What follows belongs to an exercise in optimizing a design on an open flow for small area, a short achievable clock period and few clock cycles; a production flow would make more cautious choices.
At most, simulation tests tie the RTL to the original design; equivalence was not proved.
No activity file was given, so power comes from the tool's default toggle rates.

==> juniper <==
==> flow/design.v <==
`timescale 1ns / 1ps
module top_CPU(
    input clk,
    input Reset,
    output [31:0] imem_addr,
    input  [31:0] imem_data,
    output [31:0] dmem_addr,
    output [31:0] dmem_wdata,
    output dmem_we,
    input  [31:0] dmem_rdata,
    output halted
    );
    reg  [29:0] pc;             
    reg  [31:0] ir;             
    reg  [29:0] pc_d;           
    reg         d_valid;
    reg  [31:0] e_a, e_b, e_s;  
    reg  [4:0]  e_sa;
    reg  [4:0]  e_rd;
    reg  [29:0] e_alt;          
    reg         e_wr, e_load, e_store, e_beq, e_bne, e_bltz, e_jr, e_halt, e_pred;
    reg         e_sub, e_sadd, e_sand, e_sor, e_sxor, e_ssll, e_sslt, e_spass;
    reg  [31:0] m_res, m_wdata;
    reg  [4:0]  m_rd;
    reg         m_wr, m_load, m_we;
    reg  [31:0] w_res;
    reg  [4:0]  w_rd;
    reg         w_wr;
    reg         halted_r;
    assign imem_addr  = {pc, 2'b00};
    assign dmem_addr  = m_res;
    assign dmem_wdata = m_wdata;
    assign dmem_we    = m_we;
    assign halted     = halted_r;
    reg [31:0] rf [1:31];
    reg [31:1] rf_v;
    wire [4:0] rs = ir[25:21];
    wire [4:0] rt = ir[20:16];
    wire [31:0] rf_rs = (rs != 0 && rf_v[rs]) ? rf[rs] : 32'd0;
    wire [31:0] rf_rt = (rt != 0 && rf_v[rt]) ? rf[rt] : 32'd0;
    always @(posedge clk)
        if (w_wr) rf[w_rd] <= w_res;
    always @(posedge clk or negedge Reset)
        if (!Reset) rf_v <= 0;
        else if (w_wr) rf_v[w_rd] <= 1'b1;
    wire [5:0] op = ir[31:26];
    wire op_add   = op == 6'b000000;
    wire op_sub   = op == 6'b000001;
    wire op_addiu = op == 6'b000010;
    wire op_and   = op == 6'b010000;
    wire op_andi  = op == 6'b010001;
    wire op_ori   = op == 6'b010010;
    wire op_xori  = op == 6'b010011;
    wire op_sll   = op == 6'b011000;
    wire op_slti  = op == 6'b100110;
    wire op_slt   = op == 6'b100111;
    wire op_sw    = op == 6'b110000;
    wire op_lw    = op == 6'b110001;
    wire op_beq   = op == 6'b110100;
    wire op_bne   = op == 6'b110101;
    wire op_bltz  = op == 6'b110110;
    wire op_j     = op == 6'b111000;
    wire op_jr    = op == 6'b111001;
    wire op_jal   = op == 6'b111010;
    wire op_halt  = op == 6'b111111;
    wire d_rtype  = op_add | op_sub | op_and | op_sll | op_slt;
    wire d_itype  = op_addiu | op_andi | op_ori | op_xori | op_slti | op_lw;
    wire d_branch = op_beq | op_bne | op_bltz;
    wire d_uses_rs = (d_rtype & ~op_sll) | d_itype | op_sw | d_branch | op_jr;
    wire d_uses_rt = d_rtype | op_sw | d_branch;
    wire [4:0] d_dst = d_rtype ? ir[15:11] : d_itype ? rt : op_jal ? 5'd31 : 5'd0;
    wire d_wr = d_dst != 5'd0;
    wire d_useimm = d_itype | op_sw | op_jal;
    wire d_zext = op_andi | op_ori | op_xori;
    wire [29:0] pc_d1 = pc_d + 30'd1;
    wire [31:0] d_imm = op_jal ? {pc_d1, 2'b00} :
                        {{16{ir[15] & ~d_zext}}, ir[15:0]};
    wire [29:0] d_btarget = pc_d1 + {{14{ir[15]}}, ir[15:0]};
    wire [29:0] d_jtarget = {pc_d[29:26], ir[25:0]};
    wire d_pred = d_branch & ir[15];             
    wire [31:0] e_bx  = e_sub ? ~e_b : e_b;
    wire [31:0] e_sum = e_a + e_bx + {31'd0, e_sub};
    wire e_lt = (e_a[31] ^ e_b[31]) ? e_a[31] : e_sum[31];
    wire [31:0] e_res = ({32{e_sadd}} & e_sum)
                      | ({32{e_sand}} & (e_a & e_b))
                      | ({32{e_sor}}  & (e_a | e_b))
                      | ({32{e_sxor}} & (e_a ^ e_b))
                      | ({32{e_ssll}} & (e_b << e_sa))
                      | ({32{e_spass}} & e_b)
                      | {31'd0, e_sslt & e_lt};
    wire e_eq = e_a == e_b;
    wire e_taken = (e_beq & e_eq) | (e_bne & ~e_eq) | (e_bltz & e_sum[31]);
    wire e_redir = e_jr | ((e_beq | e_bne | e_bltz) & (e_taken ^ e_pred));
    wire [29:0] e_target = e_jr ? e_a[31:2] : e_alt;
    wire e_kill = e_redir | e_halt;
    wire [31:0] m_val = m_load ? dmem_rdata : m_res;
    wire fe_rs = e_wr & (e_rd == rs);
    wire fm_rs = m_wr & (m_rd == rs);
    wire fw_rs = w_wr & (w_rd == rs);
    wire fe_rt = e_wr & (e_rd == rt);
    wire fm_rt = m_wr & (m_rd == rt);
    wire fw_rt = w_wr & (w_rd == rt);
    wire [31:0] rs_old = fm_rs ? m_val : fw_rs ? w_res : rf_rs;
    wire [31:0] rt_old = fm_rt ? m_val : fw_rt ? w_res : rf_rt;
    wire [31:0] rs_val = fe_rs ? e_res : rs_old;
    wire [31:0] rt_val = fe_rt ? e_res : rt_old;
    wire stall = d_valid & e_load & ((d_uses_rs & (e_rd == rs)) | (d_uses_rt & (e_rd == rt)));
    wire d_go = d_valid & ~stall & ~e_kill & ~halted_r;
    wire d_redir = d_go & (op_j | op_jal | d_pred);
    always @(posedge clk or negedge Reset) begin
        if (!Reset) begin
            pc <= 0;
            d_valid <= 0;
            e_wr <= 0; e_load <= 0; e_store <= 0; e_beq <= 0; e_bne <= 0;
            e_bltz <= 0; e_jr <= 0; e_halt <= 0;
            m_wr <= 0; m_load <= 0; m_we <= 0;
            w_wr <= 0;
            halted_r <= 0;
        end else begin
            if (e_redir) pc <= e_target;
            else if (!stall) pc <= d_redir ? (d_pred ? d_btarget : d_jtarget) : pc + 30'd1;
            if (e_kill | halted_r) d_valid <= 0;
            else if (!stall) d_valid <= ~d_redir;
            e_wr    <= d_go & d_wr;
            e_load  <= d_go & op_lw;
            e_store <= d_go & op_sw;
            e_beq   <= d_go & op_beq;
            e_bne   <= d_go & op_bne;
            e_bltz  <= d_go & op_bltz;
            e_jr    <= d_go & op_jr;
            e_halt  <= d_go & op_halt;
            m_wr   <= e_wr;
            m_load <= e_load;
            m_we   <= e_store;
            w_wr <= m_wr;
            if (e_halt) halted_r <= 1;
        end
    end
    always @(posedge clk) begin
        if (!stall) begin
            ir   <= imem_data;
            pc_d <= pc;
        end
        e_a   <= rs_val;
        e_b   <= d_useimm ? d_imm : rt_val;
        e_s   <= rt_val;
        e_sa  <= ir[10:6];
        e_rd  <= d_dst;
        e_pred <= d_pred;
        e_alt <= d_pred ? pc_d1 : d_btarget;
        e_sub  <= op_sub | op_slt | op_slti;
        e_sadd <= op_add | op_sub | op_addiu | op_lw | op_sw;
        e_sand <= op_and | op_andi;
        e_sor  <= op_ori;
        e_sxor <= op_xori;
        e_ssll <= op_sll;
        e_sslt <= op_slt | op_slti;
        e_spass <= op_jal;
        m_res   <= e_res;
        m_wdata <= e_s;
        m_rd    <= e_rd;
        w_res   <= m_val;
        w_rd    <= m_rd;
    end
endmodule
==> flow/run.sh <==
#!/bin/bash
# synth_recipe.tcl (not shown) runs the flow's synth.tcl, then flattens the netlist and writes it again
# the make line also repeats each setting of config.mk as NAME=value (left out here)
make -C /OpenROAD-flow-scripts/flow DESIGN_CONFIG=/design/flow/config.mk WORK_HOME=/design/flow/orfs CLKGATE_MAP_FILE= SYNTH_SCRIPT=/design/flow/synth_recipe.tcl finish
==> flow/config.mk <==
export PLATFORM = sky130hd
export DESIGN_NAME = top_CPU
export DESIGN_NICKNAME = top_CPU
export VERILOG_FILES = /design/flow/design.v
export SDC_FILE = /design/flow/constraint.sdc
export NUM_CORES = 4
export LEC_CHECK = 0
export ABC_CLOCK_PERIOD_IN_PS = 3000
export CAP_MARGIN = 20
export CORE_MARGIN = 2
export CORE_UTILIZATION = 30
export PLACE_DENSITY = 0.45
export SLEW_MARGIN = 20
==> flow/constraint.sdc <==
create_clock -name core_clock -period 11.0 [get_ports {clk}]
set_input_delay 2.2000 -clock core_clock [delete_from_list [all_inputs] [get_ports {clk}]]
set_output_delay 2.2000 -clock core_clock [all_outputs]
set_load 0.01 [all_outputs]
==> inputs of delta, as changes to juniper <==
==> flow/design.v, changed modules only <==
module top_CPU(
    input clk,
    input Reset,
    output [31:0] imem_addr,
    input  [31:0] imem_data,
    output [31:0] dmem_addr,
    output [31:0] dmem_wdata,
    output dmem_we,
    input  [31:0] dmem_rdata,
    output halted
    );
    reg  [29:0] pc;             
    reg  [31:0] ir;             
    reg         d_valid;
    reg  [31:0] e_a, e_b;       
    reg  [31:0] e_s;            
    reg  [4:0]  e_sa;
    reg  [4:0]  e_rd;
    reg         e_wr, e_load, e_store, e_beq, e_bne, e_bltz, e_jr, e_halt, e_pred;
    reg         e_sub, e_sadd, e_sand, e_sor, e_sxor, e_ssll, e_sslt, e_spass;
    reg  [31:0] m_res, m_wdata;
    reg  [4:0]  m_rd;
    reg         m_wr, m_load, m_we;
    reg         m_bltz, m_pred;     
    wire [29:0] m_alt = m_wdata[31:2];
    reg  [31:0] w_res;
    reg  [4:0]  w_rd;
    reg         w_wr;
    reg         kill_q;         
    reg         halted_r;
    assign imem_addr  = {pc, 2'b00};
    assign dmem_addr  = m_res;
    assign dmem_wdata = m_wdata;
    assign dmem_we    = m_we;
    assign halted     = halted_r;
    reg [31:0] rf [1:31];
    reg [31:1] rf_v;
    wire [4:0] rs = ir[25:21];
    wire [4:0] rt = ir[20:16];
    reg [31:0] rf_rs, rf_rt;
    integer k;
    always @(*) begin
        rf_rs = 32'd0;
        rf_rt = 32'd0;
        for (k = 1; k < 32; k = k + 1) begin
            rf_rs = rf_rs | ({32{rs == k && rf_v[k]}} & rf[k]);
            rf_rt = rf_rt | ({32{rt == k && rf_v[k]}} & rf[k]);
        end
    end
    integer n;
    always @(posedge clk)
        for (n = 1; n < 32; n = n + 1)
            if (w_wr && w_rd == n) rf[n] <= w_res;
    always @(posedge clk or negedge Reset)
        if (!Reset) rf_v <= 0;
        else if (w_wr) rf_v[w_rd] <= 1'b1;
    wire [5:0] op = ir[31:26];
    wire op_add   = op == 6'b000000;
    wire op_sub   = op == 6'b000001;
    wire op_addiu = op == 6'b000010;
    wire op_and   = op == 6'b010000;
    wire op_andi  = op == 6'b010001;
    wire op_ori   = op == 6'b010010;
    wire op_xori  = op == 6'b010011;
    wire op_sll   = op == 6'b011000;
    wire op_slti  = op == 6'b100110;
    wire op_slt   = op == 6'b100111;
    wire op_sw    = op == 6'b110000;
    wire op_lw    = op == 6'b110001;
    wire op_beq   = op == 6'b110100;
    wire op_bne   = op == 6'b110101;
    wire op_bltz  = op == 6'b110110;
    wire op_j     = op == 6'b111000;
    wire op_jr    = op == 6'b111001;
    wire op_jal   = op == 6'b111010;
    wire op_halt  = op == 6'b111111;
    wire d_rtype  = op_add | op_sub | op_and | op_sll | op_slt;
    wire d_itype  = op_addiu | op_andi | op_ori | op_xori | op_slti | op_lw;
    wire d_branch = op_beq | op_bne | op_bltz;
    wire d_uses_rs = (d_rtype & ~op_sll) | d_itype | op_sw | d_branch | op_jr;
    wire d_uses_rt = d_rtype | op_sw | d_branch;
    wire [4:0] d_dst = d_rtype ? ir[15:11] : d_itype ? rt : op_jal ? 5'd31 : 5'd0;
    wire d_wr = d_dst != 5'd0;
    wire d_useimm = d_itype | op_sw | op_jal;
    wire d_zext = op_andi | op_ori | op_xori;
    wire [29:0] pc_d1 = pc;
    wire [29:0] d_link = {pc[29:26] + {3'd0, ir[25:0] == 26'd0}, ir[25:0]};
    wire [31:0] d_imm = op_jal ? {d_link, 2'b00} :
                        {{16{ir[15] & ~d_zext}}, ir[15:0]};
    wire [29:0] d_btarget = pc_d1 + {{14{ir[15]}}, ir[15:0]};
    wire d_same = rs == rt;
    wire d_pred = (op_beq & (ir[15] | d_same)) | (op_bne & ~d_same) | (op_bltz & ir[15]);
    wire d_sub = op_sub | op_slt | op_slti;             
    wire [31:0] e_sum = e_a + e_b + {31'd0, e_sub};
    wire e_lt = (e_a[31] ^ ~e_b[31]) ? e_a[31] : e_sum[31];
    wire [31:0] e_res = ({32{e_sadd}} & e_sum)
                      | ({32{e_sand}} & (e_a & e_b))
                      | ({32{e_sor}}  & (e_a | e_b))
                      | ({32{e_sxor}} & (e_a ^ e_b))
                      | ({32{e_ssll}} & (e_b << e_sa))
                      | ({32{e_spass}} & e_b)
                      | {31'd0, e_sslt & e_lt};
    wire e_eq = e_a == e_b;
    wire m_redir = m_bltz & (m_res[31] ^ m_pred);
    wire e_ok = ~kill_q & ~halted_r & ~m_redir;    
    wire e_taken = (e_beq & e_eq) | (e_bne & ~e_eq);
    wire e_redir = e_ok & (e_jr | ((e_beq | e_bne) & (e_taken ^ e_pred)));
    wire [29:0] e_target = e_jr ? e_a[31:2] : e_s[31:2];
    wire e_wr_ok = e_wr & e_ok;
    wire [31:0] m_val = m_load ? dmem_rdata : m_res;
    wire fe_rs = e_wr_ok & (e_rd == rs);
    wire fm_rs = m_wr & (m_rd == rs);
    wire fw_rs = w_wr & (w_rd == rs);
    wire fe_rt = e_wr_ok & (e_rd == rt);
    wire fm_rt = m_wr & (m_rd == rt);
    wire fw_rt = w_wr & (w_rd == rt);
    wire [31:0] rs_old = fm_rs ? m_val : fw_rs ? w_res : rf_rs;
    wire [31:0] rt_old = fm_rt ? m_val : fw_rt ? w_res : rf_rt;
    wire [31:0] rs_val = fe_rs ? e_res : rs_old;
    wire [31:0] rt_val = fe_rt ? e_res : rt_old;
    wire d_ok = d_valid & ~kill_q & ~halted_r;
    wire stall = d_ok & e_ok & e_load & ((d_uses_rs & (e_rd == rs)) | (d_uses_rt & (e_rd == rt)));
    wire d_go = d_ok & ~stall;
    wire d_redir = d_go & d_pred;
    wire d_jr = d_go & op_jr & ~fe_rs & ~(fm_rs & m_load);
    wire [5:0] f_op = imem_data[31:26];
    wire f_jump = (f_op == 6'b111000) | (f_op == 6'b111010);
    wire [29:0] pc_p1 = pc + 30'd1;
    wire [29:0] f_jtarget = {pc[29:26], imem_data[25:0]};
    always @(posedge clk or negedge Reset) begin
        if (!Reset) begin
            pc <= 0;
            d_valid <= 0;
            e_wr <= 0; e_load <= 0; e_store <= 0; e_beq <= 0; e_bne <= 0;
            e_bltz <= 0; e_jr <= 0; e_halt <= 0;
            m_wr <= 0; m_load <= 0; m_we <= 0; m_bltz <= 0;
            w_wr <= 0;
            kill_q <= 0;
            halted_r <= 0;
        end else begin
            if (m_redir) pc <= m_alt;
            else if (e_redir) pc <= e_target;
            else if (!stall) pc <= d_jr ? rs_old[31:2] : d_redir ? d_btarget : f_jump ? f_jtarget : pc_p1;
            if (!stall) d_valid <= ~(d_redir | d_jr);
            kill_q <= e_redir | m_redir;
            e_wr    <= d_go & d_wr;
            e_load  <= d_go & op_lw;
            e_store <= d_go & op_sw;
            e_beq   <= d_go & op_beq;
            e_bne   <= d_go & op_bne;
            e_bltz  <= d_go & op_bltz;
            e_jr    <= d_go & op_jr & ~d_jr;
            e_halt  <= d_go & op_halt;
            m_wr   <= e_wr_ok;
            m_load <= e_load;
            m_we   <= e_store & e_ok;
            m_bltz <= e_bltz & e_ok;
            w_wr <= m_wr;
            if (e_halt & e_ok) halted_r <= 1;
        end
    end
    always @(posedge clk) begin
        if (!stall) begin
            ir   <= (f_op == 6'b111010) ? {imem_data[31:26], pc_p1[25:0]} : imem_data;
        end
        e_a   <= rs_val;
        e_b   <= d_sub ? ~(d_useimm ? d_imm : rt_val) : (d_useimm ? d_imm : rt_val);
        e_s   <= (fe_rt & ~d_branch) ? e_res : d_branch ? {d_pred ? pc_d1 : d_btarget, 2'b00} : rt_old;
        e_sa  <= ir[10:6];
        e_rd  <= d_dst;
        e_pred <= d_pred;
        e_sub  <= d_sub;
        e_sadd <= op_add | op_sub | op_addiu | op_lw | op_sw | op_bltz;
        e_sand <= op_and | op_andi;
        e_sor  <= op_ori;
        e_sxor <= op_xori;
        e_ssll <= op_sll;
        e_sslt <= op_slt | op_slti;
        e_spass <= op_jal;
        m_res   <= e_res;
        m_wdata <= e_s;
        m_rd    <= e_rd;
        m_pred  <= e_pred;
        w_res   <= m_val;
        w_rd    <= m_rd;
    end
endmodule
==> flow/flow/run.sh (new file) <==
#!/bin/bash
# The standard layout (standard.sh, which runs the standard synthesis script) with these
# changes to how the layout is made; the SDC and clock period are unchanged:
#  - adders are left to abc as plain gates (ADDER_MAP_FILE empty) instead of fa/ha cells
#  - port buffers are buf_4 cells (buffer_ports otherwise picks delay cells)
#  - CTS: no dummy loads, clkbuf_16 buffers, sink clusters of up to 30 within 60 um
# The make output goes to standard.log; each ORFS step logs to orfs/logs/.
set -euo pipefail
bash standard.sh \
  SETUP_SLACK_MARGIN=7.5 \
  ADDER_MAP_FILE= \
  "BUFFER_PORTS_ARGS=-buffer_cell sky130_fd_sc_hd__buf_4" \
  "CTS_ARGS=-sink_clustering_enable -repair_clock_nets -dont_use_dummy_load -buf_list sky130_fd_sc_hd__clkbuf_16 -sink_clustering_size 30 -sink_clustering_max_diameter 60" \
  finish > standard.log 2>&1
==> flow/standard.sh (new file) <==
#!/bin/bash
# synth_recipe.tcl (not shown) runs the flow's synth.tcl, then flattens the netlist and writes it again
# the make line also repeats each setting of config.mk as NAME=value (left out here)
make -C /OpenROAD-flow-scripts/flow DESIGN_CONFIG=/design/flow/config.mk WORK_HOME=/design/flow/orfs CLKGATE_MAP_FILE= SYNTH_SCRIPT=/design/flow/synth_recipe.tcl "${@:-finish}"
--- a/flow/config.mk
+++ b/flow/config.mk
@@ -7,7 +7,6 @@
 export LEC_CHECK = 0
-export ABC_CLOCK_PERIOD_IN_PS = 3000
 export CAP_MARGIN = 20
 export CORE_MARGIN = 2
-export CORE_UTILIZATION = 30
-export PLACE_DENSITY = 0.45
+export CORE_UTILIZATION = 50
+export PLACE_DENSITY = 0.6
 export SLEW_MARGIN = 20
removed: flow/run.sh
==> inputs of indigo, as changes to juniper <==
==> flow/design.v, changed modules only <==
module top_CPU(
    input clk,
    input Reset,
    output [31:0] imem_addr,
    input  [31:0] imem_data,
    output [31:0] dmem_addr,
    output [31:0] dmem_wdata,
    output dmem_we,
    input  [31:0] dmem_rdata,
    output halted
    );
    reg  [29:0] pc;             
    reg  [31:0] ir;             
    reg  [29:0] pc_d;           
    reg         d_valid;
    reg  [31:0] e_a, e_b, e_s;  
    reg  [4:0]  e_sa;
    reg  [4:0]  e_rd;
    reg  [29:0] e_alt;          
    reg         e_wr, e_load, e_store, e_beq, e_bne, e_bltz, e_jr, e_halt, e_pred;
    reg         e_sub, e_sadd, e_sand, e_sor, e_sxor, e_ssll, e_sslt, e_spass;
    reg  [31:0] m_res, m_wdata;
    reg  [4:0]  m_rd;
    reg         m_wr, m_load, m_we;
    reg  [31:0] w_res;
    reg  [4:0]  w_rd;
    reg         w_wr;
    reg  [31:1] w_en;           
    reg         kill_q;         
    reg         halted_r;
    assign imem_addr  = {pc, 2'b00};
    assign dmem_addr  = m_res;
    assign dmem_wdata = m_wdata;
    assign dmem_we    = m_we;
    assign halted     = halted_r;
    reg [31:0] rf [1:31];
    reg [31:1] rf_v;
    wire [4:0] rs = ir[25:21];
    wire [4:0] rt = ir[20:16];
    reg [31:0] rf_rs, rf_rt;
    integer k;
    always @(*) begin
        rf_rs = 32'd0;
        rf_rt = 32'd0;
        for (k = 1; k < 32; k = k + 1) begin
            rf_rs = rf_rs | ({32{rs == k && rf_v[k]}} & rf[k]);
            rf_rt = rf_rt | ({32{rt == k && rf_v[k]}} & rf[k]);
        end
    end
    integer n;
    always @(posedge clk)
        for (n = 1; n < 32; n = n + 1)
            if (w_en[n]) rf[n] <= w_res;
    always @(posedge clk or negedge Reset)
        if (!Reset) rf_v <= 0;
        else rf_v <= rf_v | w_en;
    wire [5:0] op = ir[31:26];
    wire op_add   = op == 6'b000000;
    wire op_sub   = op == 6'b000001;
    wire op_addiu = op == 6'b000010;
    wire op_and   = op == 6'b010000;
    wire op_andi  = op == 6'b010001;
    wire op_ori   = op == 6'b010010;
    wire op_xori  = op == 6'b010011;
    wire op_sll   = op == 6'b011000;
    wire op_slti  = op == 6'b100110;
    wire op_slt   = op == 6'b100111;
    wire op_sw    = op == 6'b110000;
    wire op_lw    = op == 6'b110001;
    wire op_beq   = op == 6'b110100;
    wire op_bne   = op == 6'b110101;
    wire op_bltz  = op == 6'b110110;
    wire op_j     = op == 6'b111000;
    wire op_jr    = op == 6'b111001;
    wire op_jal   = op == 6'b111010;
    wire op_halt  = op == 6'b111111;
    wire d_rtype  = op_add | op_sub | op_and | op_sll | op_slt;
    wire d_itype  = op_addiu | op_andi | op_ori | op_xori | op_slti | op_lw;
    wire d_branch = op_beq | op_bne | op_bltz;
    wire d_uses_rs = (d_rtype & ~op_sll) | d_itype | op_sw | d_branch | op_jr;
    wire d_uses_rt = d_rtype | op_sw | d_branch;
    wire [4:0] d_dst = d_rtype ? ir[15:11] : d_itype ? rt : op_jal ? 5'd31 : 5'd0;
    wire d_wr = d_dst != 5'd0;
    wire d_useimm = d_itype | op_sw | op_jal;
    wire d_zext = op_andi | op_ori | op_xori;
    wire [29:0] pc_d1 = pc_d + 30'd1;
    wire [31:0] d_imm = op_jal ? {pc_d1, 2'b00} :
                        {{16{ir[15] & ~d_zext}}, ir[15:0]};
    wire [30:0] d_bsum = {pc_d, 1'b1} + {{14{ir[15]}}, ir[15:0], 1'b1};
    wire [29:0] d_btarget = d_bsum[30:1];      
    wire [29:0] d_jtarget = {pc_d[29:26], ir[25:0]};
    wire d_pred = d_branch & ir[15];
    wire d_sub = op_sub | op_slt | op_slti;             
    wire [31:0] e_sum = e_a + e_b + {31'd0, e_sub};
    wire e_lt = (e_a[31] ^ ~e_b[31]) ? e_a[31] : e_sum[31];
    wire [31:0] e_res = ({32{e_sadd}} & e_sum)
                      | ({32{e_sand}} & (e_a & e_b))
                      | ({32{e_sor}}  & (e_a | e_b))
                      | ({32{e_sxor}} & (e_a ^ e_b))
                      | ({32{e_ssll}} & (e_b << e_sa))
                      | ({32{e_spass}} & e_b)
                      | {31'd0, e_sslt & e_lt};
    wire e_eq = e_a == e_b;
    wire e_ok = ~kill_q & ~halted_r;            
    wire e_taken = (e_beq & e_eq) | (e_bne & ~e_eq) | (e_bltz & e_sum[31]);
    wire e_redir = e_ok & (e_jr | ((e_beq | e_bne | e_bltz) & (e_taken ^ e_pred)));
    wire [29:0] e_target = e_jr ? e_a[31:2] : e_alt;
    wire e_wr_ok = e_wr & e_ok;
    wire [31:0] m_val = m_load ? dmem_rdata : m_res;
    wire fe_rs = e_wr_ok & (e_rd == rs);
    wire fm_rs = m_wr & (m_rd == rs);
    wire fw_rs = w_wr & (w_rd == rs);
    wire fe_rt = e_wr_ok & (e_rd == rt);
    wire fm_rt = m_wr & (m_rd == rt);
    wire fw_rt = w_wr & (w_rd == rt);
    wire [31:0] rs_old = fm_rs ? m_val : fw_rs ? w_res : rf_rs;
    wire [31:0] rt_old = fm_rt ? m_val : fw_rt ? w_res : rf_rt;
    wire [31:0] rs_val = fe_rs ? e_res : rs_old;
    wire [31:0] rt_val = fe_rt ? e_res : rt_old;
    wire d_ok = d_valid & ~kill_q & ~halted_r;
    wire stall = d_ok & e_ok & e_load & ((d_uses_rs & (e_rd == rs)) | (d_uses_rt & (e_rd == rt)));
    wire d_go = d_ok & ~stall;
    wire d_redir = d_go & (op_j | op_jal | d_pred);
    always @(posedge clk or negedge Reset) begin
        if (!Reset) begin
            pc <= 0;
            d_valid <= 0;
            e_wr <= 0; e_load <= 0; e_store <= 0; e_beq <= 0; e_bne <= 0;
            e_bltz <= 0; e_jr <= 0; e_halt <= 0;
            m_wr <= 0; m_load <= 0; m_we <= 0;
            w_wr <= 0;
            w_en <= 0;
            kill_q <= 0;
            halted_r <= 0;
        end else begin
            if (e_redir) pc <= e_target;
            else if (!stall) pc <= d_redir ? (d_pred ? d_btarget : d_jtarget) : pc + 30'd1;
            if (!stall) d_valid <= ~d_redir;
            kill_q <= e_redir;
            e_wr    <= d_go & d_wr;
            e_load  <= d_go & op_lw;
            e_store <= d_go & op_sw;
            e_beq   <= d_go & op_beq;
            e_bne   <= d_go & op_bne;
            e_bltz  <= d_go & op_bltz;
            e_jr    <= d_go & op_jr;
            e_halt  <= d_go & op_halt;
            m_wr   <= e_wr_ok;
            m_load <= e_load;
            m_we   <= e_store & e_ok;
            w_wr <= m_wr;
            for (n = 1; n < 32; n = n + 1)
                w_en[n] <= m_wr && (m_rd == n);
            if (e_halt & e_ok) halted_r <= 1;
        end
    end
    always @(posedge clk) begin
        if (!stall) begin
            ir   <= imem_data;
            pc_d <= pc;
        end
        e_a   <= rs_val;
        e_b   <= d_sub ? ~(d_useimm ? d_imm : rt_val) : (d_useimm ? d_imm : rt_val);
        e_s   <= rt_val;
        e_sa  <= ir[10:6];
        e_rd  <= d_dst;
        e_pred <= d_pred;
        e_alt <= d_pred ? pc_d1 : d_btarget;
        e_sub  <= d_sub;
        e_sadd <= op_add | op_sub | op_addiu | op_lw | op_sw;
        e_sand <= op_and | op_andi;
        e_sor  <= op_ori;
        e_sxor <= op_xori;
        e_ssll <= op_sll;
        e_sslt <= op_slt | op_slti;
        e_spass <= op_jal;
        m_res   <= e_res;
        m_wdata <= e_s;
        m_rd    <= e_rd;
        w_res   <= m_val;
        w_rd    <= m_rd;
    end
endmodule
==> flow/flow/run.sh (new file) <==
#!/bin/bash
set -euo pipefail
MARGIN=$(cat flow/margin.txt)
bash standard.sh SETUP_SLACK_MARGIN=$MARGIN finish > standard.log 2>&1
==> flow/flow/margin.txt (new file) <==
7.2
==> flow/standard.sh (new file) <==
#!/bin/bash
# synth_recipe.tcl (not shown) runs the flow's synth.tcl, then flattens the netlist and writes it again
# the make line also repeats each setting of config.mk as NAME=value (left out here)
make -C /OpenROAD-flow-scripts/flow DESIGN_CONFIG=/design/flow/config.mk WORK_HOME=/design/flow/orfs CLKGATE_MAP_FILE= SYNTH_SCRIPT=/design/flow/synth_recipe.tcl "${@:-finish}"
--- a/flow/config.mk
+++ b/flow/config.mk
@@ -7,3 +7,2 @@
 export LEC_CHECK = 0
-export ABC_CLOCK_PERIOD_IN_PS = 3000
 export CAP_MARGIN = 20
removed: flow/run.sh
==> comparison table <==
item	indigo	delta	juniper
Startpoint of the lowest-slack hold path	e_s[1]	e_s[1]	e_s[9]
Overall Global Routing Usage	33.0%	49.9%	20.7%
Critical Path RT	11.68 ns	11.65 ns	11.71 ns
Via-per-instance ratio	6.66	8.07	5.57
Floorplan die width	475 µm	359 µm	486 µm
Distinct cell type count of the synthesized netlist	95	100	76
Final critical path time including I/O delays and setup	4.51 ns	3.73 ns	5.60 ns
Tapcell count	2975	1650	3026
Power density normalized to cell area	181 nW/µm²	157 nW/µm²	177 nW/µm²
DPL Wire Length	229000 µm	188000 µm	156000 µm
First-pass GRT wire length	506000 µm	444000 µm	349000 µm
Share of the synthesized area in compound gates (AO/OA/AOI/OAI)	16.2%	20.1%	7.66%
Fraction of the cycle the final worst path needs	41.0%	33.9%	50.9%
Maximum cell stage delay along the critical path	0.60 ns	0.81 ns	1.01 ns
Static power due to leakage	28.7 nW	26.4 nW	27.8 nW
Area of combinational cells with multiple inputs	26300 µm²	26300 µm²	29400 µm²
Routed wl met3	52100 µm	58700 µm	13800 µm
Insertion delay to the later sink of the worst-skew pair	0.84 ns	0.81 ns	0.83 ns
Fraction of final layout cells sized beyond drive strength 1	18.4%	24.5%	22.3%
Clock tree skew after final layout	0.0387 ns	0.141 ns	0.0510 ns
Run status	no timing/DRC/antenna violations	no timing/DRC/antenna violations	no timing/DRC/antenna violations
Sequential share of cell area	49.4%	49.7%	48.4%
Top cell type's share of synthesized area	47.5%	48.8%	45.4%
Testbench counts of juniper, summed over its fixed seeds: cycles 38,743.
Testbench counts of delta, summed over its fixed seeds: cycles 37,059.
For indigo, only the layout was checked, not whether the RTL still works.

## static timing again, ports no longer ideal
How much do the figures lean on ideal ports? The routed layouts below were timed once more, with nothing changed but the port constraints.
Step 1: set_driving_cell puts a clkbuf_16 on clk and a buf_2 on each other input, an assumption about the parent block.
Step 2, shift: input delay + t, output delay - t, t = (earliest + latest rising clock arrival at the registers) / 2. This alone moves slack from input paths to output paths.
a / b / c = no drivers / after step 1 / after step 2; a / b = the first two.
run	shift t [ns]	slack for setup (ns)	cell pins on the clock port's net
juniper	0.889	5.396 / 5.396 / 5.396	1
delta	0.822	7.266 / 7.266 / 6.832	1
indigo	0.915	6.490 / 6.490 / 6.490	1
After both steps setup and hold are still met in every run listed. For delta, which loses most, drivers alone change the setup slack by 0.000 ns; drivers and shift together by -0.434 ns.
